What follows belongs to an exercise in optimizing a design on an open flow for small area, a short achievable clock period and few clock cycles; a production flow would make more cautious choices. RTL that was checked went through simulation tests only; none was proved equivalent to the original.

fjord:
## CONVCOR
module CONVCOR(
  input             clk,
  input             rst_n,
  input             in_valid,
  input      [15:0] in_a,
  input      [15:0] in_b,
  input             in_mode,
  output            out_valid,
  output     [35:0] out
);
Size: about 320 flip-flops, roughly 18000 µm² of cells after synthesis.
==> module CONVCOR, before the edit <==
module CONVCOR(
  input             clk,
  input             rst_n,
  input             in_valid,
  input      [15:0] in_a,
  input      [15:0] in_b,
  input             in_mode,
  output            out_valid,
  output     [35:0] out
);
reg  [3:0]  cnt;           
reg         mode;          
reg  [15:0] ra0, ra1, ra2, rb0, rb1, rb2;   
reg  [15:0] x;             
reg  [3:0]  yr_one, yr_two, yr_neg, yi_one, yi_two, yi_neg;
reg  [1:0]  np, nq;
reg  [17:0] ps_ra, ps_rb, ps_ia, ps_ib;
reg  [35:0] acc, q, o;
reg         ld_q, o_sum, o_q;
reg         ov;
wire        idle    = (cnt == 4'd0);
wire        start   = idle & in_valid;
wire        mode_nx = start ? in_mode : mode;
wire        cj      = idle ? in_mode : mode;
reg  [3:0]  cnt_nx;
always @(*) begin
  if (!rst_n)                                          cnt_nx = 4'd0;
  else if (idle)                                       cnt_nx = in_valid ? 4'd2 : 4'd0;
  else if ((mode && cnt == 4'd6) || (!mode && cnt == 4'd12)) cnt_nx = 4'd0;
  else                                                 cnt_nx = cnt + 4'd1;
end
reg [1:0] xs, ys;
reg       uacc_nx, ld_q_nx, o_sum_nx, o_q_nx, ov_nx;
always @(*) begin
  xs = 2'd3; ys = 2'd3;
  uacc_nx = 1'b0; ld_q_nx = 1'b0; o_sum_nx = 1'b0; o_q_nx = 1'b0; ov_nx = 1'b0;
  if (mode) begin
    case (cnt)
      4'd3: uacc_nx = 1'b1;
      4'd4: begin uacc_nx = 1'b1; o_sum_nx = 1'b1; end
      4'd5: ov_nx = 1'b1;
      default: ;
    endcase
  end else begin
    case (cnt)
      4'd2:  begin xs = 2'd0;             o_sum_nx = 1'b1; end
      4'd3:  begin xs = 2'd0; ys = 2'd1; end
      4'd4:  begin xs = 2'd1; ys = 2'd1; uacc_nx = 1'b1; ld_q_nx = 1'b1; end
      4'd5:  begin xs = 2'd0; ys = 2'd1; end
      4'd6:  begin xs = 2'd2; ys = 2'd1; uacc_nx = 1'b1; end
      4'd7:  begin xs = 2'd1; ys = 2'd0; uacc_nx = 1'b1; ld_q_nx = 1'b1; o_q_nx = 1'b1; ov_nx = 1'b1; end
      4'd8:  begin xs = 2'd1; ys = 2'd2;                                  o_q_nx = 1'b1; ov_nx = 1'b1; end
      4'd9:  begin xs = 2'd2; ys = 2'd2; uacc_nx = 1'b1; o_sum_nx = 1'b1;                 ov_nx = 1'b1; end
      4'd10: begin                                         o_sum_nx = 1'b1;                 ov_nx = 1'b1; end
      4'd11: begin                                                                          ov_nx = 1'b1; end
      default: ;
    endcase
  end
  if (!rst_n) begin
    uacc_nx = 1'b0; ld_q_nx = 1'b0; o_sum_nx = 1'b0; o_q_nx = 1'b0; ov_nx = 1'b0;
  end
end
always @(posedge clk) begin
  cnt  <= cnt_nx;
  mode <= mode_nx;
  ld_q <= ld_q_nx; o_sum <= o_sum_nx; o_q <= o_q_nx;
  ov   <= ov_nx;
end
wire ld_ring = (cnt <= 4'd3);
always @(posedge clk) begin
  ra0 <= ld_ring ? in_a : ra2;  ra1 <= ra0;  ra2 <= ra1;
  rb0 <= ld_ring ? in_b : rb2;  rb1 <= rb0;  rb2 <= rb1;
end
wire [15:0] x_nx = (xs == 2'd0) ? ra0 : (xs == 2'd1) ? ra1 : (xs == 2'd2) ? ra2 : in_a;
wire [15:0] y_nx = (ys == 2'd0) ? rb0 : (ys == 2'd1) ? rb1 : (ys == 2'd2) ? rb2 : in_b;
function [11:0] booth;   
  input [7:0] v;
  input       ng;
  integer k;
  reg b2, b1, b0;
  begin
    for (k = 0; k < 4; k = k + 1) begin
      b2 = v[2*k+1]; b1 = v[2*k]; b0 = (k == 0) ? 1'b0 : v[2*k-1];
      booth[k]     = b1 ^ b0;
      booth[4+k]   = (b2 & ~b1 & ~b0) | (~b2 & b1 & b0);
      booth[8+k]   = b2 ^ ng;
    end
  end
endfunction
wire [11:0] eyr = booth(y_nx[15:8], 1'b0);
wire [11:0] eyi = booth(y_nx[7:0], cj);
always @(posedge clk) begin
  x <= x_nx;
  {yr_neg, yr_two, yr_one} <= eyr;
  {yi_neg, yi_two, yi_one} <= eyi;
  np <= {eyr[11] & ~eyi[11], eyr[11] ^ ~eyi[11]};
  nq <= {eyr[11] & eyi[11],  eyr[11] ^ eyi[11]};
end
wire [17:0] ra, rb, ia, ib;
ptree u_pt (.xr(x[15:8]), .xi(x[7:0]),
            .yr_one(yr_one), .yr_two(yr_two), .yr_neg(yr_neg),
            .yi_one(yi_one), .yi_two(yi_two), .yi_neg(yi_neg),
            .np(np), .nq(nq), .ra(ra), .rb(rb), .ia(ia), .ib(ib));
always @(posedge clk) begin
  ps_ra <= ra; ps_rb <= rb; ps_ia <= ia; ps_ib <= ib;
end
wire [17:0] gr = acc[35:18], gi = acc[17:0];
wire [17:0] sr_s = ps_ra ^ ps_rb ^ gr;
wire [17:0] sr_c = (ps_ra & ps_rb) | (ps_ra & gr) | (ps_rb & gr);
wire [17:0] si_s = ps_ia ^ ps_ib ^ gi;
wire [17:0] si_c = (ps_ia & ps_ib) | (ps_ia & gi) | (ps_ib & gi);
wire [17:0] sr = sr_s + {sr_c[16:0], 1'b0};
wire [17:0] si = si_s + {si_c[16:0], 1'b0};
wire [35:0] sum = {sr, si};
always @(posedge clk) begin
  acc <= {36{uacc_nx}} & sum;    
  if (ld_q) q <= sum;
  if (o_sum)    o <= sum;
  else if (o_q) o <= q;
end
assign out_valid = ov;
assign out = {36{ov}} & o;
endmodule
export LEC_CHECK = 0
export CAP_MARGIN = 20
export CORE_MARGIN = 2
export CORE_UTILIZATION = 40
export SLEW_MARGIN = 20
create_clock -name core_clock -period 10.0 [get_ports {clk}]
standard.sh (not shown) runs the stock make flow with config.mk's settings and CLKGATE_MAP_FILE= SYNTH_SCRIPT=/design/flow/synth_recipe.tcl, a recipe that flattens the netlist after the stock synthesis.
==> flow/flow/run.sh <==
#!/bin/bash
set -euo pipefail
bash standard.sh SETUP_SLACK_MARGIN=6.6 finish > make_finish.log 2>&1
fjord: no failed stages, no open violations at the end
Edits applied to the flow inputs when going from fjord to lagoon:
diff --git a/flow/design.v b/flow/design.v
--- a/flow/design.v
+++ b/flow/design.v
@@ -13,12 +13,13 @@
 reg  [15:0] ra0, ra1, ra2, rb0, rb1, rb2;   
 reg  [15:0] x;             
 reg  [3:0]  yr_one, yr_two, yr_neg, yi_one, yi_two, yi_neg;
 reg  [1:0]  np, nq;
 reg  [17:0] ps_ra, ps_rb, ps_ia, ps_ib;
 reg  [35:0] acc, q, o;
+reg         uacc;          
 reg         ld_q, o_sum, o_q;
 reg         ov;
 wire        idle    = (cnt == 4'd0);
 wire        start   = idle & in_valid;
 wire        mode_nx = start ? in_mode : mode;
 wire        cj      = idle ? in_mode : mode;
@@ -60,13 +61,13 @@
     uacc_nx = 1'b0; ld_q_nx = 1'b0; o_sum_nx = 1'b0; o_q_nx = 1'b0; ov_nx = 1'b0;
   end
 end
 always @(posedge clk) begin
   cnt  <= cnt_nx;
   mode <= mode_nx;
-  ld_q <= ld_q_nx; o_sum <= o_sum_nx; o_q <= o_q_nx;
+  uacc <= uacc_nx; ld_q <= ld_q_nx; o_sum <= o_sum_nx; o_q <= o_q_nx;
   ov   <= ov_nx;
 end
 wire ld_ring = (cnt <= 4'd3);
 always @(posedge clk) begin
   ra0 <= ld_ring ? in_a : ra2;  ra1 <= ra0;  ra2 <= ra1;
   rb0 <= ld_ring ? in_b : rb2;  rb1 <= rb0;  rb2 <= rb1;
@@ -101,22 +102,23 @@
             .yr_one(yr_one), .yr_two(yr_two), .yr_neg(yr_neg),
             .yi_one(yi_one), .yi_two(yi_two), .yi_neg(yi_neg),
             .np(np), .nq(nq), .ra(ra), .rb(rb), .ia(ia), .ib(ib));
 always @(posedge clk) begin
   ps_ra <= ra; ps_rb <= rb; ps_ia <= ia; ps_ib <= ib;
 end
-wire [17:0] gr = acc[35:18], gi = acc[17:0];
+wire [35:0] accg = {36{uacc}} & acc;
+wire [17:0] gr = accg[35:18], gi = accg[17:0];
 wire [17:0] sr_s = ps_ra ^ ps_rb ^ gr;
 wire [17:0] sr_c = (ps_ra & ps_rb) | (ps_ra & gr) | (ps_rb & gr);
 wire [17:0] si_s = ps_ia ^ ps_ib ^ gi;
 wire [17:0] si_c = (ps_ia & ps_ib) | (ps_ia & gi) | (ps_ib & gi);
 wire [17:0] sr = sr_s + {sr_c[16:0], 1'b0};
 wire [17:0] si = si_s + {si_c[16:0], 1'b0};
 wire [35:0] sum = {sr, si};
 always @(posedge clk) begin
-  acc <= {36{uacc_nx}} & sum;    
+  acc <= sum;
   if (ld_q) q <= sum;
   if (o_sum)    o <= sum;
   else if (o_q) o <= q;
 end
 assign out_valid = ov;
 assign out = {36{ov}} & o;
Notes after the runs:
Against fjord, weighted congestion reported at the end of routability-driven placement in lagoon rose by a few percent. For the inverter count of the layout excluding clock inverters, lagoon came in 51% higher than fjord did. Against fjord, lagoon reports a transition time at the pin with the least slew margin that is higher. Compare fjord and lagoon | number of standard cells in the layout, taps in and fillers out lower: fjord. The basic-gate share of the synthesized area counting and, or, nand and nor cells reported for lagoon is smaller than that of fjord by 0.76 points. Worst relative slew slack, fjord and lagoon: lower on lagoon. Sort fjord and lagoon by multi-input gate area in the final layout, descending, and fjord comes first. Against fjord, lagoon reports a critical path depth that is higher. Taking fjord as the reference, in lagoon post-synthesis cell count lost 0.82%, hold slack lost 0.0035 ns. Compare fjord and lagoon | time the final worst path needs with I/O delays and setup higher: lagoon.
Testbench counts of lagoon, summed over its fixed seeds: cycles 21,468.
No functional check of the RTL was part of fjord.

==> static timing again, ports no longer ideal <==
In the flow no input, the clock included, has a driving cell. The finished layouts below were timed again as built, in two steps.
Step 1: set_driving_cell puts a clkbuf_16 on clk and a buf_2 on each other input, an assumption about the parent block.
Step 2 adds t to the input delays and takes it off the output delays; t is the mean of the earliest and latest rising clock arrival at the registers after step 1. Input paths then give back, and output paths get back, about the clock's delay inside the block.
Slacks: ideal / step 1 / step 2; pairs: ideal / step 1.
run | t, ns | setup WS [ns] | worst setup path at the end | clock arrival spread, ns | worst data-port slew with drivers (ns)
fjord | 0.587 | 6.558 / 6.507 / 6.223 | input to register | 0.021 / 0.021 | 0.05
lagoon | 0.582 | 6.452 / 6.395 / 6.334 | input to register | 0.017 / 0.018 | 0.05
After both steps every run listed still meets setup and hold. The setup slack of fjord, which loses most, moves by -0.051 ns with the drivers and by -0.335 ns with both steps.
